From an optimization exercise on the open Yosys and OpenROAD flow, aimed at a short achievable clock period and few clock cycles; shortcuts taken in it are not production practice.
At most, simulation tests tie the RTL to the original design; equivalence was not proved.
Only the layout flow was run in runs 1 and 3 to 5; the RTL was not checked for function there.
Power is estimated from default activity; no workload was simulated.

==> design.v <==
module ks_add16 (
	input [15:0] a,
	input [15:0] b,
	input cin,
	output [15:0] s,
	output cout
	);
	wire [15:0] p0 = a ^ b;
	wire [15:0] g0 = (a & b) | {15'b0, p0[0] & cin};
	wire [15:0] pp0 = {p0[15:1], 1'b0};
	wire [15:0] g1 = g0 | (pp0 & {g0[14:0], 1'b0});
	wire [15:0] p1 = pp0 & {pp0[14:0], 1'b0};
	wire [15:0] g2 = g1 | (p1 & {g1[13:0], 2'b0});
	wire [15:0] p2 = p1 & {p1[13:0], 2'b0};
	wire [15:0] g3 = g2 | (p2 & {g2[11:0], 4'b0});
	wire [15:0] p3 = p2 & {p2[11:0], 4'b0};
	wire [15:0] g4 = g3 | (p3 & {g3[7:0], 8'b0});
	assign s = p0 ^ {g4[14:0], cin};
	assign cout = g4[15];
endmodule
module ks_add8 (
	input [7:0] a,
	input [7:0] b,
	output [7:0] s,
	output cout
	);
	wire [7:0] p0 = a ^ b;
	wire [7:0] g0 = a & b;
	wire [7:0] g1 = g0 | (p0 & {g0[6:0], 1'b0});
	wire [7:0] p1 = p0 & {p0[6:0], 1'b0};
	wire [7:0] g2 = g1 | (p1 & {g1[5:0], 2'b0});
	wire [7:0] p2 = p1 & {p1[5:0], 2'b0};
	wire [7:0] g3 = g2 | (p2 & {g2[3:0], 4'b0});
	assign s = p0 ^ {g3[6:0], 1'b0};
	assign cout = g3[7];
endmodule
module wisc_proc (
	input clk,
	input rst,
	output [15:0] imem_addr,
	input [15:0] imem_rdata,
	output [15:0] dmem_addr,
	output [15:0] dmem_wdata,
	output dmem_en,
	output dmem_wr,
	input [15:0] dmem_rdata,
	output halt
	);
	localparam PRED = 1;
	localparam OP_HALT = 5'b00000, OP_NOP = 5'b00001;
	localparam OP_ADDI = 5'b01000, OP_SUBI = 5'b01001, OP_XORI = 5'b01010, OP_ANDNI = 5'b01011;
	localparam OP_ROLI = 5'b10100, OP_SLLI = 5'b10101, OP_RORI = 5'b10110, OP_SRLI = 5'b10111;
	localparam OP_ST = 5'b10000, OP_LD = 5'b10001, OP_STU = 5'b10011;
	localparam OP_BTR = 5'b11001, OP_ARI = 5'b11011, OP_SHR = 5'b11010;
	localparam OP_SEQ = 5'b11100, OP_SLT = 5'b11101, OP_SLE = 5'b11110, OP_SCO = 5'b11111;
	localparam OP_BEQZ = 5'b01100, OP_BNEZ = 5'b01101, OP_BLTZ = 5'b01110, OP_BGEZ = 5'b01111;
	localparam OP_LBI = 5'b11000, OP_SLBI = 5'b10010;
	localparam OP_J = 5'b00100, OP_JR = 5'b00101, OP_JAL = 5'b00110, OP_JALR = 5'b00111;
	reg [15:0] pc_f;
	reg        v_d;
	reg [15:0] ir_d, pcp2_d;
	reg        pred_d;
	reg        halted;
	reg        v_e;
	reg [15:0] a_e, b_e, sd_e;
	reg [2:0]  wr_e;
	reg        we_e, ld_e, st_e;
	reg        sub_e;                         
	reg        s_add, s_xor, s_andn, s_sh, s_btr, s_cmp, s_passb, s_slbi;
	reg [1:0]  shk_e;                         
	reg [1:0]  cmk_e;                         
	reg [15:0] dmem_addr_m, dmem_wdata_m;
	reg        en_m, wr_m_st;
	reg        ldv_m;
	reg [2:0]  wr_m;
	reg [15:0] rf0, rf1, rf2, rf3, rf4, rf5, rf6, rf7;
	function [15:0] rfread(input [2:0] s, input [15:0] r0, input [15:0] r1, input [15:0] r2,
		input [15:0] r3, input [15:0] r4, input [15:0] r5, input [15:0] r6, input [15:0] r7);
		case (s)
			3'd0: rfread = r0; 3'd1: rfread = r1; 3'd2: rfread = r2; 3'd3: rfread = r3;
			3'd4: rfread = r4; 3'd5: rfread = r5; 3'd6: rfread = r6; default: rfread = r7;
		endcase
	endfunction
	wire [16:0] sum_e;
	wire [15:0] dsub_e;
	ks_add16 u_add_e (.a(a_e), .b(b_e), .cin(1'b0), .s(sum_e[15:0]), .cout(sum_e[16]));
	ks_add16 u_sub_e (.a(~a_e), .b(b_e), .cin(1'b1), .s(dsub_e), .cout());
	wire [3:0] sa = b_e[3:0];
	wire [31:0] rl2 = {a_e, a_e} << sa;
	wire [31:0] rr2 = {a_e, a_e} >> sa;
	reg [15:0] sh_e;
	always @(*) begin
		case (shk_e)
			2'd0: sh_e = rl2[31:16];
			2'd1: sh_e = a_e << sa;
			2'd2: sh_e = rr2[15:0];
			default: sh_e = a_e >> sa;
		endcase
	end
	wire eq_e = (a_e == b_e);
	wire [15:0] dif_e;
	wire ge_u_e;                                   
	ks_add16 u_cmp_e (.a(a_e), .b(~b_e), .cin(1'b1), .s(dif_e), .cout(ge_u_e));
	wire lt_e = (a_e[15] != b_e[15]) ? a_e[15] : ~ge_u_e;
	reg cm_e;
	always @(*) begin
		case (cmk_e)
			2'd0: cm_e = eq_e;
			2'd1: cm_e = lt_e;
			2'd2: cm_e = lt_e | eq_e;
			default: cm_e = sum_e[16];
		endcase
	end
	wire [15:0] btr_e;
	genvar gi;
	generate for (gi = 0; gi < 16; gi = gi + 1) begin : g_btr
		assign btr_e[gi] = a_e[15 - gi];
	end endgenerate
	wire [15:0] fast_e = s_slbi ? {a_e[7:0], b_e[7:0]} : b_e;
	wire [15:0] res_e =
		({16{s_add}} & sum_e[15:0]) |
		({16{sub_e}} & dsub_e) |
		({16{s_xor}} & (a_e ^ b_e)) |
		({16{s_andn}} & (a_e & ~b_e)) |
		({16{s_sh}} & sh_e) |
		({16{s_btr}} & btr_e) |
		({16{s_cmp}} & {15'b0, cm_e}) |
		({16{s_passb | s_slbi}} & fast_e);
	wire e_wr = v_e & we_e & ~ld_e;           
	wire e_fast = s_passb | s_slbi;
	wire [4:0] op = ir_d[15:11];
	wire [2:0] rs = ir_d[10:8];
	wire [2:0] rt = ir_d[7:5];
	wire [2:0] rdr = ir_d[4:2];
	wire [1:0] fn = ir_d[1:0];
	wire vd = v_d & ~halted & ~mis_e;           
	wire [15:0] sx5 = {{11{ir_d[4]}}, ir_d[4:0]};
	wire [15:0] zx5 = {11'b0, ir_d[4:0]};
	wire [15:0] sx8 = {{8{ir_d[7]}}, ir_d[7:0]};
	wire [15:0] zx8 = {8'b0, ir_d[7:0]};
	wire [15:0] sx11 = {{5{ir_d[10]}}, ir_d[10:0]};
	wire i_alui  = (op[4:2] == 3'b010);                   
	wire i_shi   = (op[4:2] == 3'b101);                   
	wire i_st    = (op == OP_ST) | (op == OP_STU);
	wire i_stu   = (op == OP_STU);
	wire i_ld    = (op == OP_LD);
	wire i_btr   = (op == OP_BTR);
	wire i_ari   = (op == OP_ARI);
	wire i_shr   = (op == OP_SHR);
	wire i_cmp   = (op[4:2] == 3'b111);
	wire i_br    = (op[4:2] == 3'b011);
	wire i_lbi   = (op == OP_LBI);
	wire i_slbi  = (op == OP_SLBI);
	wire i_j     = (op == OP_J) | (op == OP_JAL);
	wire i_jr    = (op == OP_JR) | (op == OP_JALR);
	wire i_link  = (op == OP_JAL) | (op == OP_JALR);
	wire i_halt  = (op == OP_HALT);
	wire use_rs = i_alui | i_shi | i_st | i_ld | i_btr | i_ari | i_shr | i_cmp | i_br | i_slbi | i_jr;
	wire use_rt = i_ari | i_shr | i_cmp | i_st;
	wire writes = i_alui | i_shi | i_ld | i_stu | i_btr | i_ari | i_shr | i_cmp | i_lbi | i_slbi | i_link;
	wire [2:0] dst = (i_alui | i_shi | i_ld) ? rt :
	                 (i_stu | i_lbi | i_slbi) ? rs :
	                 i_link ? 3'd7 : rdr;
	wire [15:0] rf_a = rfread(rs, rf0, rf1, rf2, rf3, rf4, rf5, rf6, rf7);
	wire [15:0] rf_b = rfread(rt, rf0, rf1, rf2, rf3, rf4, rf5, rf6, rf7);
	reg hit_ea, hit_eb, hit_ma, hit_mb, ldh_a, ldh_b;
	wire [15:0] fa = hit_ea ? res_e : hit_ma ? dmem_rdata : rf_a;
	wire [15:0] fb = hit_eb ? res_e : hit_mb ? dmem_rdata : rf_b;
	wire stall_ld = (use_rs & ldh_a) | (use_rt & ldh_b);
	wire stall = vd & stall_ld;
	wire zadd_e = ((a_e ^ b_e) == {a_e[14:0] | b_e[14:0], 1'b0});      
	wire zsub_e = ((~a_e ^ b_e) == {~a_e[14:0] | b_e[14:0], 1'b1});    
	wire e_zq = s_add | sub_e | s_xor;             
	wire ze_e = s_add ? zadd_e : sub_e ? zsub_e : eq_e;
	wire br_late = (hit_ea & ~e_fast & ~(e_zq & ~op[1])) | (~hit_ea & hit_ma);
	wire [7:0] rz = {rf7 == 16'b0, rf6 == 16'b0, rf5 == 16'b0, rf4 == 16'b0,
	                 rf3 == 16'b0, rf2 == 16'b0, rf1 == 16'b0, rf0 == 16'b0};
	wire [7:0] rn = {rf7[15], rf6[15], rf5[15], rf4[15], rf3[15], rf2[15], rf1[15], rf0[15]};
	wire fe_zero = (fast_e == 16'b0);
	wire a_zero = hit_ea ? (e_zq ? ze_e : fe_zero) : rz[rs];
	wire a_neg = hit_ea ? fast_e[15] : rn[rs];
	reg br_taken;
	always @(*) begin
		case (op[1:0])
			2'b00: br_taken = a_zero;
			2'b01: br_taken = ~a_zero;
			2'b10: br_taken = a_neg;
			default: br_taken = ~a_neg;
		endcase
	end
	reg        br_e, bpred_e;
	reg [1:0]  bop_e;
	reg [15:0] btgt_e, bfall_e;
	wire ae_zero = (a_e == 16'b0);
	reg btaken_e;
	always @(*) begin
		case (bop_e)
			2'b00: btaken_e = ae_zero;
			2'b01: btaken_e = ~ae_zero;
			2'b10: btaken_e = a_e[15];
			default: btaken_e = ~a_e[15];
		endcase
	end
	reg        jr_e;
	wire [15:0] jrt_e;
	ks_add16 u_add_jr (.a(a_e), .b(btgt_e), .cin(1'b0), .s(jrt_e), .cout());
	wire mis_e = v_e & ((br_e & (btaken_e != bpred_e)) | jr_e);
	wire [15:0] mis_pc = jr_e ? jrt_e : btaken_e ? btgt_e : bfall_e;
	wire [15:0] tgt_pc;
	ks_add16 u_add_pc (.a(pcp2_d), .b(i_j ? sx11 : sx8), .cin(1'b0), .s(tgt_pc), .cout());
	wire br_off = |ir_d[7:0];
	wire br_now = i_br & br_off & ~br_late;
	wire redir_t = (br_now & br_taken & ~pred_d) | (i_j & ~pred_d);    
	wire redir_n = br_now & ~br_taken & pred_d;                              
	wire redirect = vd & ~stall & (redir_t | redir_n);
	wire [15:0] redir_pc = redir_n ? pcp2_d : tgt_pc;
	wire imm_s5 = i_alui & ~op[1] | i_st | i_ld;      
	wire [15:0] b_d = (i_ari | i_shr | i_cmp) ? fb :
	                  imm_s5 ? sx5 :
	                  i_lbi ? sx8 :
	                  i_slbi ? zx8 :
	                  i_link ? pcp2_d : zx5;
	wire [15:0] pcp2_f = pc_f + 16'd2;
	wire [4:0] fop = imem_rdata[15:11];
	wire f_j = (fop == OP_J) | (fop == OP_JAL);
	wire f_bb = (fop[4:2] == 3'b011) & (imem_rdata[7] | fop[0]);
	wire f_short = (imem_rdata[10:8] == {3{imem_rdata[7]}});
	wire f_pred = (PRED != 0) & ((f_j & f_short) | f_bb);
	wire [8:0] f_lo;
	ks_add8 u_add_f (.a(pcp2_f[7:0]), .b(imem_rdata[7:0]), .s(f_lo[7:0]), .cout(f_lo[8]));
	wire [7:0] ph = pcp2_f[15:8];
	wire [7:0] ph_m1 = ph - 8'd1, ph_p1 = ph + 8'd1;
	wire [7:0] f_hi0 = imem_rdata[7] ? ph_m1 : ph;
	wire [7:0] f_hi1 = imem_rdata[7] ? ph : ph_p1;
	wire [15:0] f_tgt = {f_lo[8] ? f_hi1 : f_hi0, f_lo[7:0]};
	wire sel_mis = ~rst & mis_e;
	wire sel_red = ~rst & redirect;               
	wire sel_hold = ~rst & stall;                 
	wire quiet = ~rst & ~mis_e & ~redirect & ~stall;
	wire sel_f = quiet & f_pred;
	wire sel_seq = quiet & ~f_pred;
	wire [15:0] pc_next = ({16{sel_f}} & f_tgt) | ({16{sel_mis}} & mis_pc) |
	                      ({16{sel_red}} & redir_pc) | ({16{sel_hold}} & pc_f) |
	                      ({16{sel_seq}} & pcp2_f);
	always @(posedge clk)
		pc_f <= pc_next;
	always @(posedge clk) begin
		if (rst) begin
			v_d <= 1'b0;
			pred_d <= 1'b0;
		end else if (mis_e | redirect) begin
			v_d <= 1'b0;
			pred_d <= 1'b0;
		end else if (!stall) begin
			v_d <= 1'b1;
			pred_d <= f_pred;
		end
	end
	always @(posedge clk) begin
		if (!stall) begin
			ir_d <= imem_rdata;
			pcp2_d <= pcp2_f;
		end
	end
	always @(posedge clk) begin
		if (rst)
			halted <= 1'b0;
		else if (vd & i_halt)
			halted <= 1'b1;
	end
	assign halt = halted;
	wire [2:0] rs_n = stall ? rs : imem_rdata[10:8];
	wire [2:0] rt_n = stall ? rt : imem_rdata[7:5];
	wire go_e = vd & ~stall;
	wire ew_n = go_e & writes & ~i_ld;
	wire el_n = go_e & i_ld;
	wire ml_n = v_e & ld_e;
	always @(posedge clk) begin
		if (rst) begin
			hit_ea <= 1'b0; hit_eb <= 1'b0; hit_ma <= 1'b0; hit_mb <= 1'b0;
			ldh_a <= 1'b0; ldh_b <= 1'b0;
		end else begin
			hit_ea <= ew_n & (dst == rs_n);
			hit_eb <= ew_n & (dst == rt_n);
			ldh_a <= el_n & (dst == rs_n);
			ldh_b <= el_n & (dst == rt_n);
			hit_ma <= ml_n & (wr_e == rs_n);
			hit_mb <= ml_n & (wr_e == rt_n);
		end
	end
	always @(posedge clk) begin
		if (rst)
			v_e <= 1'b0;
		else
			v_e <= vd & ~stall;
	end
	always @(posedge clk) begin
		a_e <= fa;
		b_e <= b_d;
		sd_e <= fb;
		wr_e <= dst;
		we_e <= writes;
		ld_e <= i_ld;
		st_e <= i_st;
		sub_e <= (op == OP_SUBI) | (i_ari & (fn == 2'b01));
		s_add <= (op == OP_ADDI) | (i_ari & (fn == 2'b00)) | i_st | i_ld;
		s_xor <= (op == OP_XORI) | (i_ari & (fn == 2'b10));
		s_andn <= (op == OP_ANDNI) | (i_ari & (fn == 2'b11));
		s_sh <= i_shi | i_shr;
		shk_e <= i_shi ? op[1:0] : fn;
		s_btr <= i_btr;
		s_cmp <= i_cmp;
		cmk_e <= op[1:0];
		s_passb <= i_lbi | i_link;
		br_e <= i_br & br_off & br_late;
		bpred_e <= pred_d;
		bop_e <= op[1:0];
		btgt_e <= i_jr ? sx8 : tgt_pc;
		jr_e <= i_jr;
		bfall_e <= pcp2_d;
		s_slbi <= i_slbi;
	end
	always @(posedge clk) begin
		if (rst) begin
			en_m <= 1'b0;
			wr_m_st <= 1'b0;
			ldv_m <= 1'b0;
		end else begin
			en_m <= v_e & (ld_e | st_e);
			wr_m_st <= v_e & st_e;
			ldv_m <= v_e & ld_e;
		end
	end
	always @(posedge clk) begin
		dmem_addr_m <= sum_e[15:0];
		dmem_wdata_m <= sd_e;
		wr_m <= wr_e;
	end
	assign imem_addr = pc_f;
	assign dmem_addr = dmem_addr_m;
	assign dmem_wdata = dmem_wdata_m;
	assign dmem_en = en_m;
	assign dmem_wr = wr_m_st;
	wire [7:0] we_dec_e = e_wr ? (8'b1 << wr_e) : 8'b0;
	wire [7:0] we_dec_m = ldv_m ? (8'b1 << wr_m) : 8'b0;
	always @(posedge clk) begin
		if (rst) begin
			rf0 <= 16'd0; rf1 <= 16'd0; rf2 <= 16'd0; rf3 <= 16'd0;
			rf4 <= 16'd0; rf5 <= 16'd0; rf6 <= 16'd0; rf7 <= 16'd0;
		end else begin
			if (we_dec_e[0]) rf0 <= res_e; else if (we_dec_m[0]) rf0 <= dmem_rdata;
			if (we_dec_e[1]) rf1 <= res_e; else if (we_dec_m[1]) rf1 <= dmem_rdata;
			if (we_dec_e[2]) rf2 <= res_e; else if (we_dec_m[2]) rf2 <= dmem_rdata;
			if (we_dec_e[3]) rf3 <= res_e; else if (we_dec_m[3]) rf3 <= dmem_rdata;
			if (we_dec_e[4]) rf4 <= res_e; else if (we_dec_m[4]) rf4 <= dmem_rdata;
			if (we_dec_e[5]) rf5 <= res_e; else if (we_dec_m[5]) rf5 <= dmem_rdata;
			if (we_dec_e[6]) rf6 <= res_e; else if (we_dec_m[6]) rf6 <= dmem_rdata;
			if (we_dec_e[7]) rf7 <= res_e; else if (we_dec_m[7]) rf7 <= dmem_rdata;
		end
	end
endmodule
==> flow/run.sh <==
#!/bin/bash
# Standard layout, with timing repair aimed well below the design's
# clock period (the constraints are unchanged; only the repair target).
set -euo pipefail
MARGIN=${MARGIN:-7.3}
bash standard.sh SETUP_SLACK_MARGIN=$MARGIN TNS_END_PERCENT=100 finish > standard.log 2>&1
==> standard.sh <==
#!/bin/bash
# synth_recipe.tcl (not shown) runs the flow's synth.tcl, then flattens the netlist and writes it again
# the make line also repeats each setting of config.mk as NAME=value (left out here)
make -C /OpenROAD-flow-scripts/flow DESIGN_CONFIG=/design/flow/config.mk WORK_HOME=/design/flow/orfs CLKGATE_MAP_FILE= SYNTH_SCRIPT=/design/flow/synth_recipe.tcl "${@:-finish}"
==> config.mk <==
export PLATFORM = sky130hd
export DESIGN_NAME = wisc_proc
export DESIGN_NICKNAME = wisc_proc
export VERILOG_FILES = /design/flow/design.v
export SDC_FILE = /design/flow/constraint.sdc
export NUM_CORES = 4
export LEC_CHECK = 0
export CAP_MARGIN = 20
export CORE_MARGIN = 2
export CORE_UTILIZATION = 40
export PLACE_DENSITY = 0.6
export SETUP_SLACK_MARGIN = 5
export SLEW_MARGIN = 20
export SYNTH_HIERARCHICAL = 1
export SYNTH_MINIMUM_KEEP_SIZE = 0
export TNS_END_PERCENT = 100
==> constraint.sdc <==
create_clock -name core_clock -period 10.5 [get_ports {clk}]
set_input_delay 2.1000 -clock core_clock [delete_from_list [all_inputs] [get_ports {clk}]]
set_output_delay 2.1000 -clock core_clock [all_outputs]
set_load 0.01 [all_outputs]
==> results.txt, run 1 <==
- CTS buffer count: 42
- CTS root buf: clkbuf_16
- Mean post-synth cell area: 8.54 sq um
- Setup TNS: 0 ps
- Die ar.: 0.0608 sq mm
- Grt total ovfl: 0
- End point of the critical path: pc_f[15]
- Row cnt: 88
- Part of the power in combinational logic: 36.5%
- Slowest cell on crit path: fa_2
- Nets: 3080
- Ports: 85
- Critical Path RT: 11000 ps
- Antenna-violating nets left: 0
- Layout area overhead: 31.1%
- Final period util: 37.7%
- Switch share: 35.4%
- Max VDD drop: 0.122 mV
- Die Y: 247 um
- DRC viols: 0
- FILL cells: 5231
- Static Leak: 12.1 nW
- # H-tree levels: 2
- Reg-to-reg setup timing slack: 6740 ps
- Max Buffers Root-to-Sink: 3
- Clock Power Share: 32.6%
- CP Launch Type: input port
- Clock Sinks: 326
- WL per Instance: 27.3 um
- Switching pwr: 1.70 mW
- Cell Area, Synth: 0.0235 sq mm
- IO Port Bufs: 84
- Final Hold Fails: 0
- Slowest stage delay, CP: 370 ps
- Worst-margin pin slew: 1160 ps
- RR Endpoint: rf4[8]
- TritonRoute pass-1 iters: 9
- Worst EP arrival: 4460 ps
- Placer Congestion: 0.974
- CP Capture Type: flop
- Critical Path Source: imem_rdata[0]
- Pin count of the biggest net entering global routing: 106
- Core Area: 0.0579 sq mm
- Maxcap violations: 0
- Kind of critical path: in -> reg
- Starting Density: 40.7%
- Power per Cell Area: 156 mW/mm^2
- Max transition margin: 22.6%
- Iteration-0 DRC Markers: 3423
- Clock latency at the later pin of the worst-skew pair: 590 ps
- Worst path cell trace: buf_8 -> ha_4 -> inv_2 -> fa_2 -> nor2b_4 -> o21ai_2 -> a21oi_2 -> a211oi_2 -> a21oi_2 -> nor2b_4 -> nor3b_4 -> nand2_2 -> nor3b_2 -> a32oi_1 -> xor2_1 -> o211ai_1
- Minimum clock period after layout: 3960 ps
- Worst-path clk slew: 60 ps
- Seq pwr share: 31.0%
- DP Wirelength: 63.9 mm
- CTS tree: yes
- Global-route wire length before repair: 150 mm
- Die W: 247 um
- Initial antenna violation count: 1
- Vias after detailed routing: 24600
- Warnings from Yosys: 7
- Layout cells sized above 1: 31.1%
- Fin util: 53.3%
- R2r worst-path depth: 17
- Ant diodes: 0
- FF-to-FF Start: b_e[0]
- RSZ-0062 raised after global routing: true
- Final WL: 102 mm
- Crit Path Max Fanout: 2
- Final setup vio count: 0
- Via density: 6.61
- HP Class: reg -> reg
- Global router's overall resource usage: 32.3%
- Status: finished clean
- Max Clk Rate: 253 MHz
- Internal Power: 3.10 mW
- Syn Inst Count: 2758
- Vias in the first global route: 23400
- Final Max Slew Viols: 0
- Clock skew: 34.3 ps
[flip-flops by register name, summed over array words and instances, names as in the netlist, 3 cells and up]
signal        flops
rf6              16
rf4              16
dmem_addr_m      16
rf5              16
rf7              16
rf2              16
sd_e             16
dmem_wdata_m     16
a_e              16
b_e              16
pc_f             16
wr_e              3
pcp2_d           16
btgt_e           16
rf0              16
ir_d             16
rf3              16
bfall_e          16
wr_m              3
rf1              16
[cell usage in the layout (no fill, tap or decap), types with 17 or more instances in the layout]
master / n
a211oi_1: 148
a211oi_2: 77
a21o_1: 33
a21oi_1: 121
a21oi_2: 21
a222oi_1: 25
a22oi_1: 45
a31oi_1: 18
buf_12: 32
buf_2: 43
buf_4: 160
buf_6: 51
clkbuf_16: 45
clkdlybuf4s50_1: 19
dfxtp_1: 252
dfxtp_2: 25
dfxtp_4: 17
edfxtp_1: 32
ha_1: 80
ha_4: 30
inv_1: 70
mux2_2: 95
mux2i_1: 89
mux4_2: 40
nand2_1: 187
nand2b_1: 20
nand3_1: 38
nand4_1: 26
nor2_1: 240
nor2b_1: 88
nor3_1: 26
nor4_1: 44
o211ai_1: 31
o21ai_0: 93
o22ai_1: 22
xnor2_1: 61
xor2_1: 26
[worst min path at each step]
stage	from	to	slack (ps)	cells past startpoint
6_report	sd_e[5]	dmem_wdata_m[5]	320	0
2_1_floorplan	sd_e[0]	dmem_wdata_m[0]	310	0
3_5_place_dp	sd_e[2]	dmem_wdata_m[2]	310	0
4_1_cts	sd_e[2]	dmem_wdata_m[2]	330	0
5_1_grt	sd_e[2]	dmem_wdata_m[2]	330	0
3_3_place_gp	sd_e[9]	dmem_wdata_m[9]	310	0
[layer usage]
metal	vias to the layer above	GRT usage (%)	part of all wire, %	wire length, um
met5	-	0	0.013	13
met4	2	14.4	4.9	5000
met2	1572	48.0	43	43400
met1	12000	44.3	41	42000
li1	10600	-	-	-
met3	359	7.47	11	11100
[critical path, delay by kind of cell]
| family | cells | cell delay, ps |
|---|---|---|
| buf+inv | 2 | 120 |
| fa+ha+maj | 2 | 510 |
| simple gates | 5 | 800 |
| compound gates | 6 | 720 |
| xor+xnor | 1 | 180 |
[through the flow]
step	instance area, sq um	setup slack, ps	hold slack [ps]	instances	power [mW]
after floorplan	23800	6110	310	2761	2.37
after global placement	25100	5230	312	3443	2.78
after detailed placement	25100	5150	312	3443	2.80
after CTS	29900	6540	325	3674	4.66
after global routing	30900	6390	328	3715	4.96
final	30900	6540	324	3715	4.80
[final cells by class]
type / instances / area [sq um] / area share, %
clock inverter: 22 / 298 / 0.964
clock buffer: 53 / 1190 / 3.87
tap: 765 / 957 / 3.10
timing repair buffer: 343 / 3540 / 11.5
multi-input combinational: 2118 / 17600 / 56.9
inverter: 88 / 379 / 1.23
sequential: 326 / 6940 / 22.5
[power by group through the flow]
stage / Combinational [mW] / Sequential [mW] / Clock (mW)
after floorplan: 0.906 / 1.47 / 0
after global placement: 1.27 / 1.50 / 0
after detailed placement: 1.29 / 1.51 / 0
after CTS: 1.60 / 1.48 / 1.58
after global routing: 1.85 / 1.49 / 1.63
final: 1.75 / 1.49 / 1.56
[timing repair]
action / 4_1_cts / 5_1_grt
endpoints found under the setup margin: 238 / 165
pin swaps: 113 / 74
gates resized for setup: 663 / 144
hold buffers: 0 / 0
cloned: 19 / 2
setup buffers: 137 / 39
==> run 2: changes to the inputs <==
--- a/design.v
+++ b/design.v
@@ -167,7 +167,8 @@
 	wire [15:0] fa = hit_ea ? res_e : hit_ma ? dmem_rdata : rf_a;
 	wire [15:0] fb = hit_eb ? res_e : hit_mb ? dmem_rdata : rf_b;
 	wire stall_ld = (use_rs & ldh_a) | (use_rt & ldh_b);
-	wire stall = vd & stall_ld;
+	wire stall_jr = i_jr & ((hit_ea & ~e_fast) | hit_ma);
+	wire stall = vd & (stall_ld | stall_jr);
 	wire zadd_e = ((a_e ^ b_e) == {a_e[14:0] | b_e[14:0], 1'b0});      
 	wire zsub_e = ((~a_e ^ b_e) == {~a_e[14:0] | b_e[14:0], 1'b1});    
 	wire e_zq = s_add | sub_e | s_xor;             
@@ -201,19 +202,19 @@
 			default: btaken_e = ~a_e[15];
 		endcase
 	end
-	reg        jr_e;
-	wire [15:0] jrt_e;
-	ks_add16 u_add_jr (.a(a_e), .b(btgt_e), .cin(1'b0), .s(jrt_e), .cout());
-	wire mis_e = v_e & ((br_e & (btaken_e != bpred_e)) | jr_e);
-	wire [15:0] mis_pc = jr_e ? jrt_e : btaken_e ? btgt_e : bfall_e;
-	wire [15:0] tgt_pc;
+	wire mis_e = v_e & br_e & (btaken_e != bpred_e);
+	wire [15:0] mis_pc = btaken_e ? btgt_e : bfall_e;
+	wire [15:0] tgt_pc, tgt_jr_rf, tgt_jr_e;
 	ks_add16 u_add_pc (.a(pcp2_d), .b(i_j ? sx11 : sx8), .cin(1'b0), .s(tgt_pc), .cout());
+	ks_add16 u_add_jr (.a(rf_a), .b(sx8), .cin(1'b0), .s(tgt_jr_rf), .cout());
+	ks_add16 u_add_je (.a(fast_e), .b(sx8), .cin(1'b0), .s(tgt_jr_e), .cout());
+	wire [15:0] tgt_jr = hit_ea ? tgt_jr_e : tgt_jr_rf;
 	wire br_off = |ir_d[7:0];
 	wire br_now = i_br & br_off & ~br_late;
-	wire redir_t = (br_now & br_taken & ~pred_d) | (i_j & ~pred_d);    
+	wire redir_t = (br_now & br_taken & ~pred_d) | (i_j & ~pred_d) | i_jr;    
 	wire redir_n = br_now & ~br_taken & pred_d;                              
 	wire redirect = vd & ~stall & (redir_t | redir_n);
-	wire [15:0] redir_pc = redir_n ? pcp2_d : tgt_pc;
+	wire [15:0] redir_pc = i_jr ? tgt_jr : redir_n ? pcp2_d : tgt_pc;
 	wire imm_s5 = i_alui & ~op[1] | i_st | i_ld;      
 	wire [15:0] b_d = (i_ari | i_shr | i_cmp) ? fb :
 	                  imm_s5 ? sx5 :
@@ -315,8 +316,7 @@
 		br_e <= i_br & br_off & br_late;
 		bpred_e <= pred_d;
 		bop_e <= op[1:0];
-		btgt_e <= i_jr ? sx8 : tgt_pc;
-		jr_e <= i_jr;
+		btgt_e <= tgt_pc;
 		bfall_e <= pcp2_d;
 		s_slbi <= i_slbi;
 	end
==> run 2 against run 1 <==
Sequential power grew 3%. Via count grew 4.5%. Sequential cell count decreased by 1. Total power grew 7.5%. Critical path type is now reg -> reg.
==> results.txt, run 2 <==
- IO Port Bufs: 84
- Clock skew: 28.0 ps
- Initial antenna violation count: 7
- Layout cells sized above 1: 35.3%
- Pre-CTS WS: 5130 ps
- Global router's overall resource usage: 32.4%
- Nets: 3226
- Max Clk Rate: 264 MHz
- Seq pwr share: 29.9%
- Cell Area, Synth: 0.0247 sq mm
- Crit Path Max Fanout: 6
- CTS tree: yes
- Multi-input combinational cell area: 0.0191 sq mm
- Final Hold Fails: 0
- Cell Count, Final, Fillers Out: 3869
- Die ar.: 0.0637 sq mm
- # H-tree levels: 2
- Part of the power in combinational logic: 41.3%
- Commonest non-fill, non-tap cells in the layout: dfxtp_1 (248), nor2_1 (214), buf_4 (209)
- Grt total ovfl: 0
- Syn Inst Count: 2824
- DRC viols: 0
- Fin util: 53.4%
- HP Class: reg -> reg
- Die W: 252 um
- Max layer used: met5
- Mean post-synth cell area: 8.74 sq um
- Final setup vio count: 0
- WL per Instance: 27.7 um
- Clock Sinks: 325
- Met3 wire length: 11.3 mm
- Ports: 85
- Power per Cell Area: 157 mW/mm^2
- CP Capture Type: flop
- Core Area: 0.0614 sq mm
- Warnings from Yosys: 7
- Worst EP arrival: 4230 ps
- Status: finished clean
- Final period util: 36.1%
- Worst Path Buf+Inv: 4
- Placed inst area: 0.0262 sq mm
- Register Area: 0.00692 sq mm
- Critical Path RT: 10940 ps
- Die Y: 252 um
- CP dominant cell by count: buf_12
- Internal Power: 3.24 mW
- Final Max Slew Viols: 0
- Antenna-violating nets left: 0
- Placed cell count: 3540
- Slowest stage delay, CP: 450 ps
- Commonest non-fill, non-tap cell in the layout: dfxtp_1
- CTS root buf: clkbuf_16
- Clock latency at the later pin of the worst-skew pair: 590 ps
- Switch share: 37.1%
- RSZ-0062 raised after global routing: true
- Via density: 6.64
- Final WL: 107 mm
- Cts hold-fix bufs: 0
- Worst path cell trace: buf_12 -> buf_12 -> mux2_4 -> a221oi_4 -> a31oi_2 -> o22a_2 -> ha_4 -> a21o_1 -> o21bai_4 -> a31oi_4 -> buf_12 -> buf_4 -> a311oi_2 -> mux2i_1 -> nor2_1 -> a311oi_2 -> o221ai_2
- Maxcap violations: 0
- Max Buffers Root-to-Sink: 3
- Switching pwr: 1.92 mW
- Iteration-0 DRC Markers: 3207
- Row cnt: 91
- Post-route cell area: 0.0328 sq mm
- Final worst slack: 6710 ps
- Crit-path leading delay family: compound AO/OA/AOI/OAI gates
- Met1 wire length: 43.7 mm
- DP Wirelength: 69.4 mm
- Vias after detailed routing: 25700
- Layout area overhead: 32.9%
- Met2 wire length: 46.1 mm
- Starting Density: 40.2%
- Reg-to-reg setup timing slack: 6710 ps
- Worst-path clk slew: 60 ps
- Clock Power Share: 28.8%
- Worst-margin pin slew: 1070 ps
- Pin count of the biggest net entering global routing: 74
- Placer Congestion: 1.02
- FILL cells: 5363
- Vias in the first global route: 24400
- Max transition margin: 26.5%
- Global-route wire length before repair: 158 mm
- TritonRoute pass-1 iters: 6
- Max VDD drop: 0.129 mV
- Static Leak: 12.7 nW
- Kind of critical path: reg -> reg
- CTS buffer count: 39
- Slowest cell on crit path: edfxtp_1
- Minimum clock period after layout: 3790 ps
- CP Launch Type: flop
- Setup TNS: 0 ps
-- run 2: cell types whose count changed in the layout (fill, tap and decap cells not counted), sizes merged, moves of 14 or more --
cell    previous run  this run
a21oi            153       138
o221ai            10        29
ha               116       131
a21boi             7        21
a311oi            10        26
mux2              97       117
inv               82       102
nand3             43        57
buf              298       355
a22oi             51        37
o211ai            37        20
-- run 2: repair_timing --
item,in CTS,in global routing
setup buffers,173,59
pin swaps,135,140
endpoints found under the setup margin,231,170
gates cloned,18,5
gates resized for setup,735,182
-- run 2: path summary, 6_finish.rpt --
check / startpoint / to / depth (start not counted)
min reg2reg: sd_e[14] / dmem_wdata_m[14] / 0
max: ir_d[8] / pc_f[13] / 17
max reg2reg: ir_d[8] / pc_f[13] / 17
min: sd_e[14] / dmem_wdata_m[14] / 0
-- run 2: area by class of cell --
cell class / instances / area share [%]
clock buffer: 51 / 3.40
antenna: 1 / 0.00763
sequential: 325 / 21.1
inverter: 102 / 1.36
tap: 790 / 3.01
multi-input combinational: 2180 / 58.1
clock inverter: 20 / 0.816
timing repair buffer: 397 / 12.1
timing repair inverter: 3 / 0.0801
-- run 2: worst reg2reg max path: cells and delay by family, from the launching register on --
kind                       cells  cell delay [ps]
adders and majority gates      1              230
AOI/OAI and AO/OA              9             1820
DFF                            1              450
and+or+nand+nor                1               80
muxes                          2              490
buffers and inverters          4              580
-- run 2: power groups by stage --
stage | Clock [mW] | Sequential, mW | Combinational, mW
2_1_floorplan | 0 | 1.52 | 1.05
3_3_place_gp | 0 | 1.57 | 1.51
3_5_place_dp | 0 | 1.57 | 1.53
4_1_cts | 1.49 | 1.54 | 1.92
5_1_grt | 1.54 | 1.55 | 2.25
6_report | 1.49 | 1.54 | 2.13
-- run 2: through the flow --
stage,hold WS (ps),power (mW)
6_report,325,5.16
4_1_cts,324,4.94
3_3_place_gp,310,3.08
2_1_floorplan,310,2.56
3_5_place_dp,312,3.09
5_1_grt,332,5.34
-- run 2: routing by layer --
layer,GRT usage (%),vias to the layer above
met1,44.2,12500
met4,14.7,4
li1,-,11100
met5,0,-
met3,6.44,386
met2,49.1,1619
Testbench counts of run 2, summed over its fixed seeds: cycles 36,225.
==> run 3: changes to the inputs <==
--- a/design.v
+++ b/design.v
@@ -84,30 +84,35 @@
 	wire [16:0] sum_e;
 	wire [15:0] dsub_e;
 	ks_add16 u_add_e (.a(a_e), .b(b_e), .cin(1'b0), .s(sum_e[15:0]), .cout(sum_e[16]));
-	ks_add16 u_sub_e (.a(~a_e), .b(b_e), .cin(1'b1), .s(dsub_e), .cout());
+	wire ge_ba_e;                                  
+	ks_add16 u_sub_e (.a(~a_e), .b(b_e), .cin(1'b1), .s(dsub_e), .cout(ge_ba_e));
 	wire [3:0] sa = b_e[3:0];
-	wire [31:0] rl2 = {a_e, a_e} << sa;
-	wire [31:0] rr2 = {a_e, a_e} >> sa;
-	reg [15:0] sh_e;
+	wire [3:0] amt = shk_e[1] ? (4'd0 - sa) : sa;
+	wire [15:0] r1 = amt[0] ? {a_e[14:0], a_e[15]} : a_e;
+	wire [15:0] r2 = amt[1] ? {r1[13:0], r1[15:14]} : r1;
+	wire [15:0] r4 = amt[2] ? {r2[11:0], r2[15:12]} : r2;
+	wire [15:0] r8 = amt[3] ? {r4[7:0], r4[15:8]} : r4;
+	reg [15:0] shm;
+	integer si;
 	always @(*) begin
-		case (shk_e)
-			2'd0: sh_e = rl2[31:16];
-			2'd1: sh_e = a_e << sa;
-			2'd2: sh_e = rr2[15:0];
-			default: sh_e = a_e >> sa;
-		endcase
+		for (si = 0; si < 16; si = si + 1)
+			case (shk_e)
+				2'd1: shm[si] = (si >= sa);
+				2'd3: shm[si] = (si + sa <= 15);
+				default: shm[si] = 1'b1;
+			endcase
 	end
+	wire [15:0] sh_e = r8 & shm;
 	wire eq_e = (a_e == b_e);
-	wire [15:0] dif_e;
-	wire ge_u_e;                                   
-	ks_add16 u_cmp_e (.a(a_e), .b(~b_e), .cin(1'b1), .s(dif_e), .cout(ge_u_e));
-	wire lt_e = (a_e[15] != b_e[15]) ? a_e[15] : ~ge_u_e;
+	wire sgn_d = a_e[15] ^ b_e[15];
+	wire lt_e = sgn_d ? a_e[15] : (ge_ba_e & ~eq_e);
+	wire le_e = sgn_d ? a_e[15] : ge_ba_e;
 	reg cm_e;
 	always @(*) begin
 		case (cmk_e)
 			2'd0: cm_e = eq_e;
 			2'd1: cm_e = lt_e;
-			2'd2: cm_e = lt_e | eq_e;
+			2'd2: cm_e = le_e;
 			default: cm_e = sum_e[16];
 		endcase
 	end
==> run 3 against run 2 <==
Largest power group unchanged. Critical endpoint is now pc_f[15]. Die area down 4.0%. Worst hold slack about the same. Global-route usage down 0.097 points. Utilization down 0.20 points. Final cell count decreased by 3.0%. Register-to-register slack worse by 300 ps.
==> results.txt, run 3 <==
- Commonest non-fill, non-tap cells in the layout: dfxtp_1 (242), buf_4 (194), nor2_1 (187)
- Via density: 6.49
- DRC viols: 0
- # H-tree levels: 2
- Ant diodes: 0
- Worst Path Buf+Inv: 2
- CTS root buf: clkbuf_16
- Clock Power Share: 29.8%
- FF-to-FF Start: ir_d[9]
- Worst-margin pin slew: 1130 ps
- CP dominant cell by count: a21oi_2
- Crit Path Max Fanout: 3
- Met3 wire length: 10.0 mm
- Vias after detailed routing: 24400
- Final period util: 40.1%
- Met2 wire length: 45.0 mm
- Final Max Slew Viols: 0
- Multi-input combinational cell area: 0.0178 sq mm
- Commonest non-fill, non-tap cell in the layout: dfxtp_1
- Warnings from Yosys: 7
- Grt total ovfl: 0
- TritonRoute pass-1 iters: 9
- Pre-CTS WS: 5160 ps
- Switch share: 36.3%
- Maxcap violations: 0
- Power per Cell Area: 147 mW/mm^2
- Register Area: 0.00698 sq mm
- WL per Instance: 27.4 um
- RSZ-0062 raised after global routing: true
- Max Buffers Root-to-Sink: 3
- Internal Power: 2.93 mW
- Die W: 247 um
- Final WL: 103 mm
- Worst path cell trace: buf_8 -> ha_4 -> inv_2 -> fa_2 -> nor2b_4 -> o21ai_2 -> a21oi_2 -> a211oi_2 -> a21oi_2 -> nand2b_1 -> or4_4 -> nor2b_4 -> nand4_1 -> a21oi_2 -> xnor2_1 -> o221ai_1
- Clock latency at the later pin of the worst-skew pair: 590 ps
- Final worst slack: 6290 ps
- Worst EP arrival: 4640 ps
- Die Y: 247 um
- Starting Density: 40.2%
- Fin util: 53.2%
- FILL cells: 5304
- CP Capture Type: flop
- Slowest cell on crit path: or4_4
- Vias in the first global route: 23400
- Initial antenna violation count: 2
- Max layer used: met4
- Placer Congestion: 0.980
- Max Clk Rate: 238 MHz
- Crit-path leading delay family: simple AND/OR/NAND/NOR gates
- Antenna-violating nets left: 0
- Nets: 3127
- Kind of critical path: in -> reg
- Clock skew: 31.8 ps
- DP Wirelength: 67.1 mm
- Max VDD drop: 0.147 mV
- Iteration-0 DRC Markers: 2926
- Cell Area, Synth: 0.0237 sq mm
- Part of the power in combinational logic: 38.0%
- HP Start: sd_e[10]
- Syn Inst Count: 2726
- Layout area overhead: 32.3%
- Core Area: 0.0588 sq mm
- Clock Sinks: 325
- Slowest stage delay, CP: 450 ps
- Total power: 4.61 mW
- IO Port Bufs: 84
- Static Leak: 12.1 nW
- Final Hold Fails: 0
- Seq pwr share: 32.2%
- Pin count of the biggest net entering global routing: 90
- CTS tree: yes
- Global router's overall resource usage: 32.3%
- Met1 wire length: 42.2 mm
- Minimum clock period after layout: 4210 ps
- Worst-path clk slew: 60 ps
- HP Class: reg -> reg
- Status: finished clean
- Layout cells sized above 1: 32.7%
- Final setup vio count: 0
- CP Launch Type: input port
- Critical Path Source: imem_rdata[0]
- Die ar.: 0.0611 sq mm
- Switching pwr: 1.67 mW
- Global-route wire length before repair: 150 mm
- CTS buffer count: 39
- Critical Path RT: 10930 ps
- Cts hold-fix bufs: 0
- Max transition margin: 24.0%
- Mean post-synth cell area: 8.68 sq um
- Ports: 85
- Setup TNS: 0 ps
- Worst hold slack: 325 ps
- Row cnt: 89
[run 3: what timing repair did]
item / in CTS / in global routing
buffers inserted: 151 / 85
gates resized for setup: 601 / 225
pin swaps: 108 / 123
endpoints found under the setup margin: 286 / 168
gates cloned: 15 / 6
[run 3: power by group through the flow]
stage          clock [mW]  combinational (mW)  sequential [mW]
2_1_floorplan           0               0.878             1.47
3_3_place_gp            0                1.24             1.52
3_5_place_dp            0                1.26             1.52
4_1_cts              1.39                1.54             1.48
5_1_grt              1.44                1.84             1.49
6_report             1.37                1.75             1.48
[run 3: cell type report]
type | instances | area share, %
multi-input combinational | 2082 | 56.9
sequential | 325 | 22.3
timing repair buffer | 381 | 12.1
clock buffer | 53 | 3.44
tap | 773 | 3.09
inverter | 121 | 1.59
clock inverter | 17 | 0.611
[run 3: worst paths after layout]
kind / to / slack (ps) / depth (start not counted)
worst min-delay path: dmem_wdata_m[10] / 320 / 0
worst min register to register: dmem_wdata_m[10] / 320 / 0
worst max-delay path: pc_f[15] / 6290 / 16
worst max register to register: pc_f[14] / 6410 / 17
[run 3: per-layer routing]
layer	track usage [%]	up-vias
li1	-	10700
met1	43.2	11900
met2	50.3	1469
met3	6.18	326
met4	14.3	0
met5	0	-
[run 3: through the flow]
| stage | cells | area (sq um) |
|---|---|---|
| after floorplan | 2729 | 23800 |
| after detailed placement | 3425 | 25200 |
| after global placement | 3425 | 25200 |
| after global routing | 3752 | 31300 |
| final | 3752 | 31300 |
| after CTS | 3661 | 29500 |
[run 3: worst register-to-register path, stage by stage (launching register included)]
cell       delay [ps]
edfxtp_1          440
buf_4             190
bufbuf_16         260
buf_4             150
mux2i_1           140
o21ai_0            90
a221oi_1          590
nor2_1            170
ha_1              470
o21ai_1            90
nor2_1            190
mux2i_1           110
a221oi_1          260
o311ai_1          150
mux2i_1           240
nand2_1           120
o21ai_0           150
o221ai_1          130
==> run 4: changes to the inputs <==
--- a/design.v
+++ b/design.v
@@ -211,7 +211,16 @@
 	wire [15:0] mis_pc = btaken_e ? btgt_e : bfall_e;
 	wire [15:0] tgt_pc, tgt_jr_rf, tgt_jr_e;
 	ks_add16 u_add_pc (.a(pcp2_d), .b(i_j ? sx11 : sx8), .cin(1'b0), .s(tgt_pc), .cout());
-	ks_add16 u_add_jr (.a(rf_a), .b(sx8), .cin(1'b0), .s(tgt_jr_rf), .cout());
+	wire [15:0] jt0, jt1, jt2, jt3, jt4, jt5, jt6, jt7;
+	ks_add16 u_jt0 (.a(rf0), .b(sx8), .cin(1'b0), .s(jt0), .cout());
+	ks_add16 u_jt1 (.a(rf1), .b(sx8), .cin(1'b0), .s(jt1), .cout());
+	ks_add16 u_jt2 (.a(rf2), .b(sx8), .cin(1'b0), .s(jt2), .cout());
+	ks_add16 u_jt3 (.a(rf3), .b(sx8), .cin(1'b0), .s(jt3), .cout());
+	ks_add16 u_jt4 (.a(rf4), .b(sx8), .cin(1'b0), .s(jt4), .cout());
+	ks_add16 u_jt5 (.a(rf5), .b(sx8), .cin(1'b0), .s(jt5), .cout());
+	ks_add16 u_jt6 (.a(rf6), .b(sx8), .cin(1'b0), .s(jt6), .cout());
+	ks_add16 u_jt7 (.a(rf7), .b(sx8), .cin(1'b0), .s(jt7), .cout());
+	assign tgt_jr_rf = rfread(rs, jt0, jt1, jt2, jt3, jt4, jt5, jt6, jt7);
 	ks_add16 u_add_je (.a(fast_e), .b(sx8), .cin(1'b0), .s(tgt_jr_e), .cout());
 	wire [15:0] tgt_jr = hit_ea ? tgt_jr_e : tgt_jr_rf;
 	wire br_off = |ir_d[7:0];
==> run 4 against run 3 <==
Worst setup slack gained 180 ps. Die area increased by 29%. Clock skew fell by 5.5 ps. Non-clock buffer count decreased by 105. First-iteration DRC count is 46% higher. Fmax rose by 4.6%. Critical path depth is 1 lower. Clock power grew 8%. Utilization down 4.4 points. Worst hold slack gained 6.2 ps. Global-route usage down 0.67 points.
==> results.txt, run 4 <==
- Status: finished clean
- Vias after detailed routing: 30800
- DRC viols: 0
- Critical Path RT: 10990 ps
- Grt total ovfl: 0
- Nets: 3978
- Placer Congestion: 1.02
- Slowest cell on crit path: or3b_4
- Power per Cell Area: 128 mW/mm^2
- Setup TNS: 0 ps
- Via density: 6.57
- Row cnt: 101
- IO Port Bufs: 84
- Die Y: 280 um
- DP Wirelength: 91.6 mm
- Max Buffers Root-to-Sink: 3
- Warnings from Yosys: 7
- Commonest non-fill, non-tap cell in the layout: dfxtp_1
- Crit Path Max Fanout: 3
- Final period util: 38.3%
- Cell Area, Synth: 0.0306 sq mm
- Cts hold-fix bufs: 0
- # H-tree levels: 2
- Mean post-synth cell area: 8.53 sq um
- Clock skew: 26.3 ps
- Antenna-violating nets left: 0
- HP Class: reg -> reg
- CTS root buf: clkbuf_16
- Worst-margin pin slew: 1190 ps
- Syn Inst Count: 3585
- CTS buffer count: 40
- Slowest stage delay, CP: 410 ps
- Starting Density: 40.3%
- Static Leak: 14.5 nW
- Final Hold Fails: 0
- Final Max Slew Viols: 0
- Clock Sinks: 325
- Worst EP arrival: 4510 ps
- Worst path cell trace: buf_8 -> ha_4 -> inv_2 -> fa_2 -> nor2b_4 -> o21ai_4 -> a21oi_2 -> a211oi_2 -> a21oi_2 -> nor2b_4 -> or3b_4 -> nor3_2 -> o21ai_1 -> xnor2_1 -> a211o_1
- Layout cells sized above 1: 25.9%
- Vias in the first global route: 28200
- Clock latency at the later pin of the worst-skew pair: 600 ps
- CTS tree: yes
- Global-route wire length before repair: 187 mm
- Pin count of the biggest net entering global routing: 84
- Minimum clock period after layout: 4030 ps
- Die ar.: 0.0786 sq mm
- Commonest non-fill, non-tap cells in the layout: dfxtp_1 (252), nor2_1 (251), a211oi_1 (219)
- Initial antenna violation count: 4
- Layout area overhead: 21.3%
- RSZ-0062 raised after global routing: true
- Final setup vio count: 0
- Core Area: 0.0758 sq mm
- WL per Instance: 27.8 um
- Iteration-0 DRC Markers: 4258
- Max Clk Rate: 248 MHz
- Kind of critical path: in -> reg
- Die W: 280 um
- Max VDD drop: 0.105 mV
- CP Capture Type: flop
- Global router's overall resource usage: 31.6%
- Fin util: 48.9%
- Final WL: 130 mm
- TritonRoute pass-1 iters: 8
- Ports: 85
- Max transition margin: 18.7%
- Maxcap violations: 0
- Worst-path clk slew: 60 ps
- CP Launch Type: input port
[run 4: layout make-up]
class | count | area (sq um)
Sequential cell | 325 | 6960
Clock buffer | 59 | 1190
Clock inverter | 12 | 184
Timing Repair Buffer | 276 | 2760
Antenna cell | 1 | 2.50
Inverter | 183 | 708
Tap cell | 978 | 1220
Multi-Input combinational cell | 2856 | 24000
Fill cell | 7138 | 38800
[run 4: repair_timing]
item | in CTS | in global routing
endpoints found under the setup margin | 285 | 192
buffers inserted | 90 | 38
cloned | 9 | 6
resized for setup | 600 | 164
pin swaps | 120 | 84
[run 4: path summary, 6_finish.rpt]
kind / start / to / slack, ps / cells past startpoint
worst max-delay path: imem_rdata[0] / pc_f[15] / 6470 / 15
worst min-delay path: sd_e[4] / dmem_wdata_m[4] / 330 / 0
worst max register to register: ir_d[0] / pc_f[13] / 6490 / 15
worst min register to register: sd_e[4] / dmem_wdata_m[4] / 330 / 0
[run 4: metrics by stage]
stage	worst slack (ps)	hold WS [ps]	cells	cell area [sq um]	power [mW]
3_3_place_gp	5140	315	4474	32100	2.95
6_report	6470	331	4690	37100	4.74
3_5_place_dp	5140	318	4475	32100	2.95
2_1_floorplan	6000	310	3595	30800	2.50
4_1_cts	6470	330	4645	35900	4.58
5_1_grt	6320	337	4689	37100	4.90
[run 4: routing by layer]
layer,share of wire [%],global-route usage (%),vias up
li1,-,-,13700
met1,40,42.4,14800
met2,42,47.0,1906
met3,11,7.27,427
met4,6.0,16.2,4
met5,0.066,0.813,-
[run 4: power by group]
| part | switching, mW | internal (mW) | leakage, nW |
|---|---|---|---|
| clock | 0.610 | 0.867 | 0.676 |
| combinational | 1.03 | 0.726 | 11.0 |
| sequential | 0.139 | 1.37 | 2.78 |
| total | 1.78 | 2.96 | 14.5 |
[run 4: critical path, delay by kind of cell]
| kind | cells | cell delay, ps |
|---|---|---|
| AOI/OAI and AO/OA | 6 | 820 |
| xor gates and xnor gates | 1 | 130 |
| adders and majority gates | 2 | 480 |
| buffers and inverters | 2 | 100 |
| and+or+nand+nor | 4 | 850 |
==> run 5: changes to the inputs <==
--- a/design.v
+++ b/design.v
@@ -34,6 +34,26 @@
 	assign s = p0 ^ {g3[6:0], 1'b0};
 	assign cout = g3[7];
 endmodule
+module ao4x16 (
+	input s0, input [15:0] d0,
+	input s1, input [15:0] d1,
+	input s2, input [15:0] d2,
+	input s3, input [15:0] d3,
+	output [15:0] y
+	);
+	assign y = ({16{s0}} & d0) | ({16{s1}} & d1) | ({16{s2}} & d2) | ({16{s3}} & d3);
+endmodule
+module ao5x16 (
+	input s0, input [15:0] d0,
+	input s1, input [15:0] d1,
+	input s2, input [15:0] d2,
+	input s3, input [15:0] d3,
+	input s4, input [15:0] d4,
+	output [15:0] y
+	);
+	assign y = ({16{s0}} & d0) | ({16{s1}} & d1) | ({16{s2}} & d2) | ({16{s3}} & d3) |
+	           ({16{s4}} & d4);
+endmodule
 module wisc_proc (
 	input clk,
 	input rst,
@@ -122,15 +142,15 @@
 		assign btr_e[gi] = a_e[15 - gi];
 	end endgenerate
 	wire [15:0] fast_e = s_slbi ? {a_e[7:0], b_e[7:0]} : b_e;
-	wire [15:0] res_e =
-		({16{s_add}} & sum_e[15:0]) |
-		({16{sub_e}} & dsub_e) |
+	wire [15:0] early_e =
 		({16{s_xor}} & (a_e ^ b_e)) |
 		({16{s_andn}} & (a_e & ~b_e)) |
 		({16{s_sh}} & sh_e) |
 		({16{s_btr}} & btr_e) |
-		({16{s_cmp}} & {15'b0, cm_e}) |
 		({16{s_passb | s_slbi}} & fast_e);
+	wire [15:0] res_e;
+	ao4x16 u_res (.s0(s_add), .d0(sum_e[15:0]), .s1(sub_e), .d1(dsub_e),
+		.s2(s_cmp), .d2({15'b0, cm_e}), .s3(1'b1), .d3(early_e), .y(res_e));
 	wire e_wr = v_e & we_e & ~ld_e;           
 	wire e_fast = s_passb | s_slbi;
 	wire [4:0] op = ir_d[15:11];
@@ -169,8 +189,11 @@
 	wire [15:0] rf_a = rfread(rs, rf0, rf1, rf2, rf3, rf4, rf5, rf6, rf7);
 	wire [15:0] rf_b = rfread(rt, rf0, rf1, rf2, rf3, rf4, rf5, rf6, rf7);
 	reg hit_ea, hit_eb, hit_ma, hit_mb, ldh_a, ldh_b;
-	wire [15:0] fa = hit_ea ? res_e : hit_ma ? dmem_rdata : rf_a;
-	wire [15:0] fb = hit_eb ? res_e : hit_mb ? dmem_rdata : rf_b;
+	wire [15:0] fa, fb;
+	ao4x16 u_fa (.s0(hit_ea), .d0(res_e), .s1(~hit_ea & hit_ma), .d1(dmem_rdata),
+		.s2(~hit_ea & ~hit_ma), .d2(rf_a), .s3(1'b0), .d3(16'b0), .y(fa));
+	ao4x16 u_fb (.s0(hit_eb), .d0(res_e), .s1(~hit_eb & hit_mb), .d1(dmem_rdata),
+		.s2(~hit_eb & ~hit_mb), .d2(rf_b), .s3(1'b0), .d3(16'b0), .y(fb));
 	wire stall_ld = (use_rs & ldh_a) | (use_rt & ldh_b);
 	wire stall_jr = i_jr & ((hit_ea & ~e_fast) | hit_ma);
 	wire stall = vd & (stall_ld | stall_jr);
@@ -230,11 +253,15 @@
 	wire redirect = vd & ~stall & (redir_t | redir_n);
 	wire [15:0] redir_pc = i_jr ? tgt_jr : redir_n ? pcp2_d : tgt_pc;
 	wire imm_s5 = i_alui & ~op[1] | i_st | i_ld;      
-	wire [15:0] b_d = (i_ari | i_shr | i_cmp) ? fb :
+	wire use_b = i_ari | i_shr | i_cmp;
+	wire [15:0] imm_d =
 	                  imm_s5 ? sx5 :
 	                  i_lbi ? sx8 :
 	                  i_slbi ? zx8 :
 	                  i_link ? pcp2_d : zx5;
+	wire [15:0] b_d;
+	ao4x16 u_bd (.s0(use_b & hit_eb), .d0(res_e), .s1(use_b & ~hit_eb & hit_mb), .d1(dmem_rdata),
+		.s2(use_b & ~hit_eb & ~hit_mb), .d2(rf_b), .s3(~use_b), .d3(imm_d), .y(b_d));
 	wire [15:0] pcp2_f = pc_f + 16'd2;
 	wire [4:0] fop = imem_rdata[15:11];
 	wire f_j = (fop == OP_J) | (fop == OP_JAL);
@@ -254,9 +281,9 @@
 	wire quiet = ~rst & ~mis_e & ~redirect & ~stall;
 	wire sel_f = quiet & f_pred;
 	wire sel_seq = quiet & ~f_pred;
-	wire [15:0] pc_next = ({16{sel_f}} & f_tgt) | ({16{sel_mis}} & mis_pc) |
-	                      ({16{sel_red}} & redir_pc) | ({16{sel_hold}} & pc_f) |
-	                      ({16{sel_seq}} & pcp2_f);
+	wire [15:0] pc_next;
+	ao5x16 u_pcn (.s0(sel_f), .d0(f_tgt), .s1(sel_mis), .d1(mis_pc), .s2(sel_red), .d2(redir_pc),
+		.s3(sel_hold), .d3(pc_f), .s4(sel_seq), .d4(pcp2_f), .y(pc_next));
 	always @(posedge clk)
 		pc_f <= pc_next;
 	always @(posedge clk) begin
@@ -357,19 +384,20 @@
 	assign dmem_wr = wr_m_st;
 	wire [7:0] we_dec_e = e_wr ? (8'b1 << wr_e) : 8'b0;
 	wire [7:0] we_dec_m = ldv_m ? (8'b1 << wr_m) : 8'b0;
+	wire [7:0] rsel_e = {8{~rst}} & we_dec_e;
+	wire [7:0] rsel_m = {8{~rst}} & ~we_dec_e & we_dec_m;
+	wire [7:0] rsel_h = {8{~rst}} & ~we_dec_e & ~we_dec_m;
+	wire [15:0] rd0, rd1, rd2, rd3, rd4, rd5, rd6, rd7;
+	ao4x16 u_rw0 (.s0(rsel_e[0]), .d0(res_e), .s1(rsel_m[0]), .d1(dmem_rdata), .s2(rsel_h[0]), .d2(rf0), .s3(1'b0), .d3(16'b0), .y(rd0));
+	ao4x16 u_rw1 (.s0(rsel_e[1]), .d0(res_e), .s1(rsel_m[1]), .d1(dmem_rdata), .s2(rsel_h[1]), .d2(rf1), .s3(1'b0), .d3(16'b0), .y(rd1));
+	ao4x16 u_rw2 (.s0(rsel_e[2]), .d0(res_e), .s1(rsel_m[2]), .d1(dmem_rdata), .s2(rsel_h[2]), .d2(rf2), .s3(1'b0), .d3(16'b0), .y(rd2));
+	ao4x16 u_rw3 (.s0(rsel_e[3]), .d0(res_e), .s1(rsel_m[3]), .d1(dmem_rdata), .s2(rsel_h[3]), .d2(rf3), .s3(1'b0), .d3(16'b0), .y(rd3));
+	ao4x16 u_rw4 (.s0(rsel_e[4]), .d0(res_e), .s1(rsel_m[4]), .d1(dmem_rdata), .s2(rsel_h[4]), .d2(rf4), .s3(1'b0), .d3(16'b0), .y(rd4));
+	ao4x16 u_rw5 (.s0(rsel_e[5]), .d0(res_e), .s1(rsel_m[5]), .d1(dmem_rdata), .s2(rsel_h[5]), .d2(rf5), .s3(1'b0), .d3(16'b0), .y(rd5));
+	ao4x16 u_rw6 (.s0(rsel_e[6]), .d0(res_e), .s1(rsel_m[6]), .d1(dmem_rdata), .s2(rsel_h[6]), .d2(rf6), .s3(1'b0), .d3(16'b0), .y(rd6));
+	ao4x16 u_rw7 (.s0(rsel_e[7]), .d0(res_e), .s1(rsel_m[7]), .d1(dmem_rdata), .s2(rsel_h[7]), .d2(rf7), .s3(1'b0), .d3(16'b0), .y(rd7));
 	always @(posedge clk) begin
-		if (rst) begin
-			rf0 <= 16'd0; rf1 <= 16'd0; rf2 <= 16'd0; rf3 <= 16'd0;
-			rf4 <= 16'd0; rf5 <= 16'd0; rf6 <= 16'd0; rf7 <= 16'd0;
-		end else begin
-			if (we_dec_e[0]) rf0 <= res_e; else if (we_dec_m[0]) rf0 <= dmem_rdata;
-			if (we_dec_e[1]) rf1 <= res_e; else if (we_dec_m[1]) rf1 <= dmem_rdata;
-			if (we_dec_e[2]) rf2 <= res_e; else if (we_dec_m[2]) rf2 <= dmem_rdata;
-			if (we_dec_e[3]) rf3 <= res_e; else if (we_dec_m[3]) rf3 <= dmem_rdata;
-			if (we_dec_e[4]) rf4 <= res_e; else if (we_dec_m[4]) rf4 <= dmem_rdata;
-			if (we_dec_e[5]) rf5 <= res_e; else if (we_dec_m[5]) rf5 <= dmem_rdata;
-			if (we_dec_e[6]) rf6 <= res_e; else if (we_dec_m[6]) rf6 <= dmem_rdata;
-			if (we_dec_e[7]) rf7 <= res_e; else if (we_dec_m[7]) rf7 <= dmem_rdata;
-		end
+		rf0 <= rd0; rf1 <= rd1; rf2 <= rd2; rf3 <= rd3;
+		rf4 <= rd4; rf5 <= rd5; rf6 <= rd6; rf7 <= rd7;
 	end
 endmodule
==> run 5 against run 4 <==
The layout now fails its checks (max-slew violations). Synthesized cell count is 2.8% higher. Clock skew is 11 ps higher. Clock-buffer cell count is 4 lower. Clock power hardly changed. Die area is 5.1% higher. Critical path depth is 1 higher. Combinational power is 88% higher. Largest power group unchanged.
==> results.txt, run 5 <==
- TritonRoute pass-1 iters: 10
- Layout check faults: max-slew violations
- Worst-path clk slew: 60 ps
- Power per Cell Area: 167 mW/mm^2
- Worst-margin pin slew: 1640 ps
- Die W: 287 um
- CP Capture Type: flop
- Layout cells sized above 1: 29.8%
- Initial antenna violation count: 5
- Grt total ovfl: 0
- Status: failed layout checks
- Pin count of the biggest net entering global routing: 53
- CTS root buf: clkbuf_16
- Reg-to-reg setup timing slack: 6280 ps
- Fin util: 49.8%
- Clock latency at the later pin of the worst-skew pair: 600 ps
- Final period util: 40.2%
- Core Area: 0.0793 sq mm
- Commonest non-fill, non-tap cell in the layout: nand2_1
- Worst EP arrival: 4700 ps
- HP Class: reg -> reg
- Worst path cell trace: buf_8 -> ha_1 -> a21oi_2 -> o211ai_1 -> a21oi_2 -> o21bai_1 -> xnor2_1 -> mux2_2 -> o221ai_1 -> o211ai_1 -> o21ai_0 -> o21ai_0 -> nand2_1 -> o211ai_1 -> a22oi_1 -> nand2_1
- Maxcap violations: 0
- Final worst slack: 6280 ps
- Mean post-synth cell area: 8.72 sq um
- Final WL: 152 mm
- Crit Path Max Fanout: 46
- Commonest non-fill, non-tap cells in the layout: nand2_1 (421), a22oi_2 (307), dfxtp_1 (250)
- Via density: 6.60
- Clock Sinks: 325
- Static Leak: 15.7 nW
- CP Launch Type: flop
- Syn Inst Count: 3686
- CTS buffer count: 39
- Slowest stage delay, CP: 490 ps
- DP Wirelength: 103 mm
- Die Y: 287 um
- RSZ-0062 raised after global routing: true
- Minimum clock period after layout: 4220 ps
- Max VDD drop: 0.106 mV
- Ports: 85
- Global-route wire length before repair: 212 mm
- Cts hold-fix bufs: 0
- Layout area overhead: 22.8%
- Pre-CTS WS: 5170 ps
- Antenna-violating nets left: 0
- IO Port Bufs: 84
- Final Hold Fails: 0
- Clock skew: 37.6 ps
- Placer Congestion: 1.07
- DRC viols: 0
- Slowest cell on crit path: o221ai_1
- Kind of critical path: reg -> reg
- Max transition margin: -9.53%
- Setup TNS: 0 ps
- Row cnt: 103
- Die ar.: 0.0827 sq mm
- Nets: 4309
- Final Max Slew Viols: 4
- Vias after detailed routing: 33600
- Global router's overall resource usage: 34.9%
- Max Buffers Root-to-Sink: 3
- Vias in the first global route: 30300
- Final setup vio count: 0
- CTS tree: yes
- Iteration-0 DRC Markers: 4916
- Starting Density: 40.6%
- Max Clk Rate: 237 MHz
- CP dominant cell by count: o211ai_1
- Cell Area, Synth: 0.0321 sq mm
- # H-tree levels: 2
- WL per Instance: 29.8 um
- Warnings from Yosys: 7
- Critical Path RT: 10980 ps
## run 5: repair_timing
item,4_1_cts,5_1_grt
resized for setup,538,245
setup buffers,108,58
pin swaps,123,252
gates cloned,11,3
hold endpoints to repair,0,0
endpoints found under the setup margin,276,215
## run 5: power by group
group	leakage, nW	total, mW	switching (mW)	internal [mW]
Combinational	12.2	3.29	1.96	1.33
Clock	0.653	1.49	0.627	0.859
Sequential	2.82	1.82	0.337	1.48
Total	15.7	6.59	2.93	3.66
## run 5: layout make-up
type	count	area [sq um]
fillers	7457	39800
multi-input cells	3141	25900
flip-flops and latches	325	6930
repair buffers	323	3230
well taps	1050	1310
clock buffers	55	1130
inverters	182	714
clock inverters	17	230
diodes	3	7.51
## run 5: final timing paths
path | startpoint | endpoint | cells after the start
worst max register to register | ir_d[6] | pc_f[15] | 16
worst max-delay path | ir_d[6] | pc_f[15] | 16
worst min-delay path | sd_e[3] | dmem_wdata_m[3] | 0
worst min register to register | sd_e[3] | dmem_wdata_m[3] | 0
## run 5: critical path: cells and delay by family, from the launching register on
kind,cells,cell delay [ps]
fa+ha+maj,1,390
buf+inv,1,370
flops,1,450
xor+xnor,1,150
mux,1,270
simple gates,2,170
compound gates,10,2230
## run 5: through the flow
step           area (sq um)  hold slack, ps  instances  total power, mW
3_5_place_dp          34100             312       4840             4.47
5_1_grt               39500             334       5093             6.80
6_report              39500             326       5096             6.59
2_1_floorplan         33200             310       3882             3.53
3_3_place_gp          34000             312       4840             4.47
4_1_cts               37800             326       5031             6.23
## run 5: metal layers
metal / vias up / GRT usage [%] / part of all wire, %
met5: - / 0 / 0.060
met4: 6 / 19.4 / 6.9
met3: 593 / 11.8 / 14
met2: 2363 / 49.0 / 40
met1: 16100 / 46.3 / 39
li1: 14500 / - / -

what the ideal ports hide:
No port has a modelled driver above. Below, the same layouts with a new extraction and two added sets of constraints. Step 1, drivers: a clkbuf_16 drives clk and a buf_2 each remaining input, both assumed. Step 2, shift: input delay + t, output delay - t, t = (earliest + latest rising clock arrival at the registers) / 2. This alone moves slack from input paths to output paths. Slacks: ideal / step 1 / step 2; pairs: ideal / step 1.
run | shift t [ns] | setup WS [ns] | clock arrival spread, ns
run 1 | 0.632 | 6.544 / 6.547 / 5.915 | 0.036 / 0.036
run 2 | 0.637 | 6.713 / 6.713 / 6.116 | 0.028 / 0.028
run 3 | 0.635 | 6.290 / 6.307 / 5.672 | 0.042 / 0.041
run 4 | 0.658 | 6.474 / 6.487 / 5.834 | 0.027 / 0.028
run 5 | 0.655 | 6.275 / 6.275 / 5.717 | 0.039 / 0.039
For run 4, which loses most, drivers alone change the setup slack by +0.013 ns; drivers and shift together by -0.640 ns.
